From an optimization exercise on the open Yosys and OpenROAD flow, aimed at small area; shortcuts taken in it are not production practice.
RTL that was checked went through simulation tests only; none was proved equivalent to the original.
Power figures rest on the tool's default switching activity, not on a simulated workload.

## delta
## StepCalculatorDataflow
module StepCalculatorDataflow (
    input wire clk,
    input wire rst,
    input wire [7:0] hr_input,
    input wire [2:0] steps_per_second,
    input wire [7:0] stride_length,
    input wire valid_input,
    output wire [15:0] total_steps,
    output wire [31:0] total_distance,
    output wire [31:0] distance_per_second,
    output wire [7:0] time_elapsed,
    output wire [1:0] heart_rate_classification,
    output wire [7:0] max_heart_rate,
    output wire [31:0] total_calories,
    output wire [31:0] average_heart_rate,
    output wire [1:0] workout_intensity,
    output wire [15:0] speed
);
Size: about 200 I/O pins, about 0.0093 mm2 of cells after synthesis.
clock: 90.0 ns
lec_check: 0
cap_margin: 20
core_margin: 2
core_utilization: 40
slew_margin: 20
standard.sh (not shown) runs the stock make flow with config.mk's settings and CLKGATE_MAP_FILE= SYNTH_SCRIPT=/design/flow/synth_recipe.tcl, a recipe that flattens the netlist after the stock synthesis.
==> flow/flow/run.sh <==
#!/bin/bash
# Standard ORFS layout (the standard.sh) with a few extra ORFS settings
# from flow/extra.mk: smaller port buffers, no CTS dummy loads.
set -euo pipefail
HERE=$(pwd)
{ echo "include $HERE/config.mk"; cat "$HERE/flow/extra.mk"; } > "$HERE/my_config.mk"
sed "s#DESIGN_CONFIG=[^ ]*#DESIGN_CONFIG=$HERE/my_config.mk#" standard.sh > my_standard.sh
bash my_standard.sh > standard.log 2>&1
==> flow/flow/extra.mk <==
export BUFFER_PORTS_ARGS = -buffer_cell sky130_fd_sc_hd__buf_1
export CTS_ARGS = -sink_clustering_enable -repair_clock_nets -dont_use_dummy_load -buf_list sky130_fd_sc_hd__clkbuf_16 -sink_clustering_size 24 -sink_clustering_max_diameter 80
export SKIP_REPAIR_TIE_FANOUT = 1
delta went all the way through the flow, and no timing, DRC or antenna check failed.
Setup changes, delta to sierra
==> flow/flow/extra.mk <==
export BUFFER_PORTS_ARGS = -buffer_cell sky130_fd_sc_hd__buf_1
export CTS_ARGS = -sink_clustering_enable -repair_clock_nets -dont_use_dummy_load -buf_list sky130_fd_sc_hd__clkbuf_8 -sink_clustering_size 16 -sink_clustering_max_diameter 80
export SKIP_REPAIR_TIE_FANOUT = 1
Findings:
- [sierra vs delta] part of the total power dissipated in combinational logic: higher in sierra
- Layout-stage area growth over the synthesis result: higher on delta
- Taking delta as the reference, in sierra average wire per standard cell went up 0.050 um; clock network fraction of total power went down 3.9 points.
- Between delta and sierra, the count of inserted tapcells figures differ only marginally.
No functional check of the RTL was part of any run of this note.

========
StepCalculatorDataflow, a different RTL version from the one above (not shown whole).
For scale: roughly 8700 sq um of cells after synthesis.
clock: 90.0 ns
lec_check: 0
cap_margin: 20
core_margin: 2
core_utilization: 85
slew_margin: 20
==> flow/flow/extra.mk <==
export BUFFER_PORTS_ARGS = -buffer_cell sky130_fd_sc_hd__buf_1
export CTS_ARGS = -sink_clustering_enable -repair_clock_nets -dont_use_dummy_load -buf_list sky130_fd_sc_hd__clkbuf_8 -root_buf sky130_fd_sc_hd__clkbuf_4 -tree_buf sky130_fd_sc_hd__clkbuf_4 -sink_clustering_size 17 -sink_clustering_max_diameter 45
export SKIP_REPAIR_TIE_FANOUT = 1
Scripts as last shown in full above: flow/flow/run.sh
Change:
==> flow/flow/extra.mk (replaced) <==
export BUFFER_PORTS_ARGS = -buffer_cell sky130_fd_sc_hd__buf_1
export CTS_ARGS = -sink_clustering_enable -repair_clock_nets -dont_use_dummy_load -buf_list sky130_fd_sc_hd__clkbuf_8 -root_buf sky130_fd_sc_hd__clkbuf_4 -tree_buf sky130_fd_sc_hd__clkbuf_4 -sink_clustering_size 18 -sink_clustering_max_diameter 55
export SKIP_REPAIR_TIE_FANOUT = 1
=>
- cell area barely changes
- sequential power stays flat
- register-to-register slack improves by 0.10 ns
- maximum frequency went up by 0.38%
- wire length went down by 4.4%
- global-route usage went down by 1.4 points
- area after synthesis is unchanged
- worst setup slack improves by 0.14 ns
- total power went down by 1.7%
Change:
==> flow/flow/extra.mk (replaced) <==
export BUFFER_PORTS_ARGS = -buffer_cell sky130_fd_sc_hd__buf_1
export CTS_ARGS = -sink_clustering_enable -repair_clock_nets -dont_use_dummy_load -buf_list sky130_fd_sc_hd__clkbuf_8 -root_buf sky130_fd_sc_hd__clkbuf_4 -tree_buf sky130_fd_sc_hd__clkbuf_4 -sink_clustering_size 16 -sink_clustering_max_diameter 50
export SKIP_REPAIR_TIE_FANOUT = 1
The changed run completed with no timing, DRC or antenna violations.
Worst setup slack got worse by 0.20 ns.
Worst hold slack is about the same.
Maximum frequency decreases by 0.53%.

========
Another version of the RTL of StepCalculatorDataflow (not shown whole).
Size in the first run: about 200 I/O pins, about 9300 um2 of cells after synthesis.
Settings: LEC_CHECK=0, CAP_MARGIN=20, CORE_MARGIN=2, CORE_UTILIZATION=40, SLEW_MARGIN=20; clock period 90.0 ns.
==> flow/flow/extra.mk <==
export BUFFER_PORTS_ARGS = -buffer_cell sky130_fd_sc_hd__buf_1
export CTS_ARGS = -sink_clustering_enable -repair_clock_nets -dont_use_dummy_load -buf_list sky130_fd_sc_hd__clkbuf_4
Scripts as last shown in full above: flow/flow/run.sh
The starting point finished with timing, DRC and antenna clean.
Change:
==> flow/flow/extra.mk (replaced) <==
export BUFFER_PORTS_ARGS = -buffer_cell sky130_fd_sc_hd__buf_1
export CTS_ARGS = -sink_clustering_enable -repair_clock_nets -dont_use_dummy_load -buf_list sky130_fd_sc_hd__clkbuf_16 -sink_clustering_size 20 -sink_clustering_max_diameter 60
export SKIP_REPAIR_TIE_FANOUT = 1
The new run passed the timing, design-rule and antenna checks.
Routed wire length came out lower by about 2%.
Synthesized cell count stays the same.
Final area came out lower by 0.72%.
First-iteration DRC count came out higher by about 18%.
Change:
==> flow/flow/extra.mk (replaced) <==
export BUFFER_PORTS_ARGS = -buffer_cell sky130_fd_sc_hd__buf_1
export CTS_ARGS = -sink_clustering_enable -repair_clock_nets -dont_use_dummy_load -buf_list sky130_fd_sc_hd__clkbuf_8 -sink_clustering_size 10 -sink_clustering_max_diameter 50
export SKIP_REPAIR_TIE_FANOUT = 1
Result: Sequential share of layout area rises by 0.64 points. Non-clock buffer count does not change. Area after synthesis does not change. Power shrinks by a few percent.
Change:
==> flow/flow/run.sh (replaced) <==
#!/bin/bash
# Standard layout; keep copies of the inputs for inspection.
cp standard.sh standard_copy.sh.txt
cp config.mk config_copy.mk.txt
bash standard.sh > standard.log 2>&1
removed: flow/flow/extra.mk
The changed run went through all stages and came out clean. Worst hold slack stays flat. Design area went up by about 15%. Utilization goes up by 7.0 points. Clock-buffer cell count goes down by 3.
No run of this note included a check of the RTL's function; only the layout flow was run.

[re-timing with driven ports]
In the flow no input, the clock included, has a driving cell. The finished layouts below were timed again as built, in two steps. Step 1, drivers: a clkbuf_16 drives clk and a buf_2 each remaining input, both assumed. Step 2 also shifts input and output timing later by t, the mid clock arrival at the registers, as if the neighbouring blocks saw the same clock. Slacks: ideal ports / drivers / drivers and shift; pairs: ideal ports / drivers.
run	t (ns)	setup slack, ns	latest minus earliest clock arrival (ns)
delta	0.508	53.114 / 53.094 / 53.094	0.053 / 0.053
sierra	0.543	53.114 / 53.094 / 53.094	0.030 / 0.030
the first run of note 2	0.614	52.891 / 52.868 / 52.868	0.046 / 0.046
the second run of note 2	0.613	53.033 / 53.005 / 53.005	0.022 / 0.022
the third run of note 2	0.628	52.835 / 52.803 / 52.803	0.028 / 0.028
the first run of note 3	0.657	53.093 / 53.073 / 53.073	0.104 / 0.104
the second run of note 3	0.528	53.061 / 53.041 / 53.041	0.050 / 0.049
the third run of note 3	0.583	53.063 / 53.042 / 53.042	0.033 / 0.033
the fourth run of note 3	0.556	52.343 / 52.321 / 52.321	0.011 / 0.011
After both steps setup and hold are still met in every run listed. For the third run of note 2, which loses most, drivers alone change the setup slack by -0.032 ns; drivers and shift together by -0.032 ns.
